From an optimization exercise on the open Yosys and OpenROAD flow, aimed at small area; shortcuts taken in it are not production practice.
The RTL was checked by simulation tests, not by an equivalence proof against the original design.

==> inputs of 10-26 <==
==> flow/design.v (excerpt) <==
module eclsensor (clk, rst, txd, rxd, ir_tx, ir_rx, led);
	output [11:0] ir_tx;
	input [19:0] ir_rx;
	output led;
	input clk;
	input rst;
	output reg txd;
	input rxd;
	assign led = 1'b0;
	reg [2:0] pre;
	reg [1:0] bdiv;
	reg [5:0] mdiv;
	wire pre_end = pre[2] && pre[1];               
	wire modulation_edge = pre_end && mdiv[5] && mdiv[3:1] == 3'b111;   
	always @(posedge clk)
		if (rst) begin
			pre <= 3'd0;
			bdiv <= 2'd0;
			mdiv <= 6'd0;
		end else begin
			pre <= pre_end ? 3'd0 : pre + 1'b1;
			if (pre_end) begin
				bdiv <= bdiv + 1'b1;
				mdiv <= (mdiv[5] && mdiv[3:1] == 3'b111) ? 6'd0 : mdiv + 1'b1;
			end
		end
	wire baud_edge = pre == 3'd0 && bdiv == 2'd0;
	reg modulation_state;
	always @(posedge clk)
		if (rst)
			modulation_state <= 1'b0;
		else if (modulation_edge)
			modulation_state <= !modulation_state;
	reg text_busy;
	reg [7:0] cnt;
	wire [6:0] ci = cnt[6:0];
	wire state_tx_modulating = cnt < 8'd190;
	wire state_tx_end = modulation_edge && !text_busy && cnt[7:5] == 3'b111 && cnt[2];   
	reg [3:0] tx_num;
	wire tx_num_12 = tx_num[3] && tx_num[2];         
	always @(posedge clk)
		if (rst)
			tx_num <= 4'd12;
		else if (state_tx_end)
			tx_num <= tx_num_12 ? 4'd1 : tx_num + 1'b1;
	reg ir_on;
	always @(posedge clk)
		ir_on <= !rst && state_tx_modulating && !text_busy && modulation_state;
	wire [3:0] t = tx_num;
	assign ir_tx[0]  = ir_on &&  t[3] &&  t[2];
	assign ir_tx[1]  = ir_on && !t[3] && !t[2] && !t[1] &&  t[0];
	assign ir_tx[2]  = ir_on && !t[3] && !t[2] &&  t[1] && !t[0];
	assign ir_tx[3]  = ir_on && !t[3] && !t[2] &&  t[1] &&  t[0];
	assign ir_tx[4]  = ir_on && !t[3] &&  t[2] && !t[1] && !t[0];
	assign ir_tx[5]  = ir_on && !t[3] &&  t[2] && !t[1] &&  t[0];
  ...
==> flow/config.mk <==
export PLATFORM = sky130hd
export DESIGN_NAME = eclsensor
export DESIGN_NICKNAME = eclsensor
export VERILOG_FILES = /design/flow/design.v
export SDC_FILE = /design/flow/constraint.sdc
export NUM_CORES = 4
export LEC_CHECK = 0
export CAP_MARGIN = 20
export CORE_MARGIN = 2
export CORE_UTILIZATION = 65
export PLACE_DENSITY = 0.8
export SLEW_MARGIN = 20
==> flow/constraint.sdc <==
create_clock -name core_clock -period 10.0 [get_ports {clk}]
set_input_delay 2.0000 -clock core_clock [delete_from_list [all_inputs] [get_ports {clk}]]
set_output_delay 2.0000 -clock core_clock [all_outputs]
set_load 0.01 [all_outputs]
standard.sh (not shown) runs the stock make flow with config.mk's settings and CLKGATE_MAP_FILE= SYNTH_SCRIPT=/design/flow/synth_recipe.tcl, a recipe that flattens the netlist after the stock synthesis.
==> flow/flow/run.sh <==
#!/bin/bash
# Standard ORFS layout with two changes: clock tree synthesis without dummy
# load cells and with small clock buffers, and the smallest buffer on ports.
set -euo pipefail
export CTS_ARGS="-sink_clustering_enable -repair_clock_nets -dont_use_dummy_load -buf_list sky130_fd_sc_hd__clkbuf_4 -sink_clustering_size 10 -sink_clustering_max_diameter 40"
export BUFFER_PORTS_ARGS="-buffer_cell sky130_fd_sc_hd__buf_1"
bash standard.sh > standard.log 2>&1
==> 06-22 (differences from 10-26) <==
==> flow/design.v (replaced) <==
module eclsensor (clk, rst, txd, rxd, ir_tx, ir_rx, led);
	output [11:0] ir_tx;
	input [19:0] ir_rx;
	output led;
	input clk;
	input rst;
	output reg txd;
	input rxd;
	assign led = 1'b0;
	reg [2:0] pre;
	reg [1:0] bdiv;
	reg [5:0] mdiv;
	wire pre_end = pre == 3'd6;
	wire modulation_edge = pre_end && mdiv == 6'd46;
	always @(posedge clk)
		if (rst) begin
			pre <= 3'd0;
			bdiv <= 2'd0;
			mdiv <= 6'd0;
		end else begin
			pre <= pre_end ? 3'd0 : pre + 1'b1;
			if (pre_end) begin
				bdiv <= bdiv + 1'b1;
				mdiv <= (mdiv == 6'd46) ? 6'd0 : mdiv + 1'b1;
			end
		end
	reg baud_edge;
	always @(posedge clk)
		baud_edge <= !rst && pre_end && bdiv == 2'd3;
	reg modulation_state;
	always @(posedge clk)
		if (rst)
			modulation_state <= 1'b0;
		else if (modulation_edge)
			modulation_state <= !modulation_state;
	reg text_busy;
	reg [7:0] cycle_timer;
	wire state_tx_modulating = cycle_timer < 8'd190;
	wire state_tx_end = modulation_edge && cycle_timer == 8'd228;
	always @(posedge clk)
		if (rst)
			cycle_timer <= 8'd0;
		else if (modulation_edge)
			cycle_timer <= (text_busy || state_tx_end) ? 8'd0 : cycle_timer + 1'b1;
	reg [3:0] current_tx;
	always @(posedge clk)
		if (rst)
			current_tx <= 4'd0;
		else if (state_tx_end)
			current_tx <= (current_tx == 4'd11) ? 4'd0 : current_tx + 1'b1;
	reg ir_on;
	always @(posedge clk)
		ir_on <= !rst && state_tx_modulating && !text_busy && modulation_state;
	genvar gi;
	generate
		for (gi = 0; gi < 12; gi = gi + 1) begin: tx_dec
			assign ir_tx[gi] = ir_on && current_tx == gi;
		end
	endgenerate
	reg [3:0] bs;
	reg [6:0] ci;         
	reg [3:0] dreg;       
	wire req = text_busy && bs == 4'd0;
	wire line_end = req && ci == 7'd82;
	wire is_letter = ci == 7'd1;
	wire [3:0] letter_lo = (current_tx == 4'd0) ? 4'd12 : current_tx;
	wire dig_alpha = dreg[3] && (dreg[2] || dreg[1]);
	wire [7:0] ch =
		!text_busy ? 8'h0a :
		is_letter ? {4'h4, letter_lo} :
		dig_alpha ? {4'h6, dreg - 4'd9} :
		{4'h3, dreg};
	reg bitval;
	always @(*)
		case (bs)
			4'd1: bitval = 1'b0;
			4'd2: bitval = ch[0];
			4'd3: bitval = ch[1];
			4'd4: bitval = ch[2];
			4'd5: bitval = ch[3];
			4'd6: bitval = ch[4];
			4'd7: bitval = ch[5];
			4'd8: bitval = ch[6];
			4'd9: bitval = ch[7];
			default: bitval = 1'b1;
		endcase
	always @(posedge clk)
		if (rst) begin
			bs <= 4'd0;
			txd <= 1'b0;
		end else begin
			if (baud_edge)
				txd <= !bitval;
			if (req)
				bs <= 4'd1;
			else if (baud_edge && bs != 4'd0)
				bs <= (bs == 4'd10) ? 4'd0 : bs + 1'b1;
		end
	always @(posedge clk)
		if (rst)
			text_busy <= 1'b0;
		else if (!text_busy)
			text_busy <= state_tx_end;
		else if (line_end)
			text_busy <= 1'b0;
	always @(posedge clk)
		if (!text_busy)
			ci <= 7'd0;
		else if (req)
			ci <= ci + 1'b1;
	wire cnt_en = !text_busy && !state_tx_end;
	wire lclr = text_busy && line_end;
	reg [3:0] ptr;
	reg clr;
	wire ptr_end = ptr == 4'd9;
	always @(posedge clk)
		if (rst || lclr) begin
			ptr <= 4'd0;
			clr <= 1'b1;
		end else begin
			ptr <= ptr_end ? 4'd0 : ptr + 1'b1;
			if (ptr_end)
				clr <= 1'b0;
		end
	reg [4:0] lcnt [0:19];
	genvar ri;
	generate
		for (ri = 0; ri < 20; ri = ri + 1) begin: rx
			wire ev = cnt_en && !ir_rx[ri];
			always @(posedge clk)
				if (rst)
					lcnt[ri] <= {4'b0000, !ir_rx[ri]};
				else if (lclr)
					lcnt[ri] <= 5'd0;
				else
					lcnt[ri] <= lcnt[ri] + ev;
		end
	endgenerate
	reg [11:0] ring_a [0:9];
	reg [11:0] ring_b [0:9];
	wire la = lcnt[{ptr, 1'b0}][4];
	wire lb = lcnt[{ptr, 1'b1}][4];
	integer k;
	always @(posedge clk) begin
		for (k = 0; k < 9; k = k + 1) begin
			ring_a[k] <= ring_a[k + 1];
			ring_b[k] <= ring_b[k + 1];
		end
		ring_a[9] <= clr ? 12'd0 : {ring_a[0][11:1] + (ring_a[0][0] && !la), la};
		ring_b[9] <= clr ? 12'd0 : {ring_b[0][11:1] + (ring_b[0][0] && !lb), lb};
	end
	wire [15:0] word = ci[2] ? {ring_b[0], lcnt[{ptr, 1'b1}][3:0]} : {ring_a[0], lcnt[{ptr, 1'b0}][3:0]};
	reg [3:0] nyb;
	always @(*)
		case (ci[1:0])
			2'd0: nyb = word[15:12];
			2'd1: nyb = word[11:8];
			2'd2: nyb = word[7:4];
			default: nyb = word[3:0];
		endcase
	always @(posedge clk)
		if (text_busy && bs == 4'd10) begin
			if (ci[6] && ci[4])
				dreg <= 4'd0;
			else if (ptr == ci[6:3])
				dreg <= nyb;
		end
endmodule
Settings changed: CORE_UTILIZATION 65 to 45, PLACE_DENSITY 0.8 to 0.6.
==> results_dict.tcl <==
set metrics [dict create \
    postSynthAreaPerCell_um2 10.98 \
    multi_input_cells 681 \
    status "complete, no violations" \
    reg2reg_setup_slack_ns 6.36 \
    final_area_mm2 0.01294 \
    cts_made_buffers 47 \
    whs_ns 0.2318 \
]
The numbers above come from 10-26.

==> results_dict.tcl <==
set metrics [dict create \
    final_area_mm2 0.01377 \
    syn_area_mm2 0.01292 \
    core_area_mm2 0.02847 \
    cts_made_buffers 51 \
    p_seq_mw 1.60 \
    synth-edff-count 4 \
    status "complete, no violations" \
    cp-end-kind "output port" \
    postSynthAreaPerCell_um2 10.87 \
]
The numbers above come from 06-22.

[separate check: timing with driven ports]
How much do the figures lean on ideal ports? The routed layouts below were timed once more, with nothing changed but the port constraints. Step 1: set_driving_cell puts a clkbuf_16 on clk and a buf_2 on each other input, an assumption about the parent block. Step 2 also shifts input and output timing later by t, the mid clock arrival at the registers, as if the neighbouring blocks saw the same clock. Slacks: no drivers / after step 1 / after step 2; pairs: no drivers / after step 1.
| run | t, ns | setup slack, ns | clock arrival spread, ns | worst slew at a driven data input, ns |
|---|---|---|---|---|
| 10-26 | 0.690 | 6.165 / 6.123 / 5.984 | 0.107 / 0.106 | 0.03 |
| 06-22 | 0.673 | 6.192 / 6.150 / 6.400 | 0.082 / 0.082 | 0.05 |
After both steps setup and hold are still met in every run listed. For 10-26, which loses most, drivers alone change the setup slack by -0.042 ns; drivers and shift together by -0.181 ns.
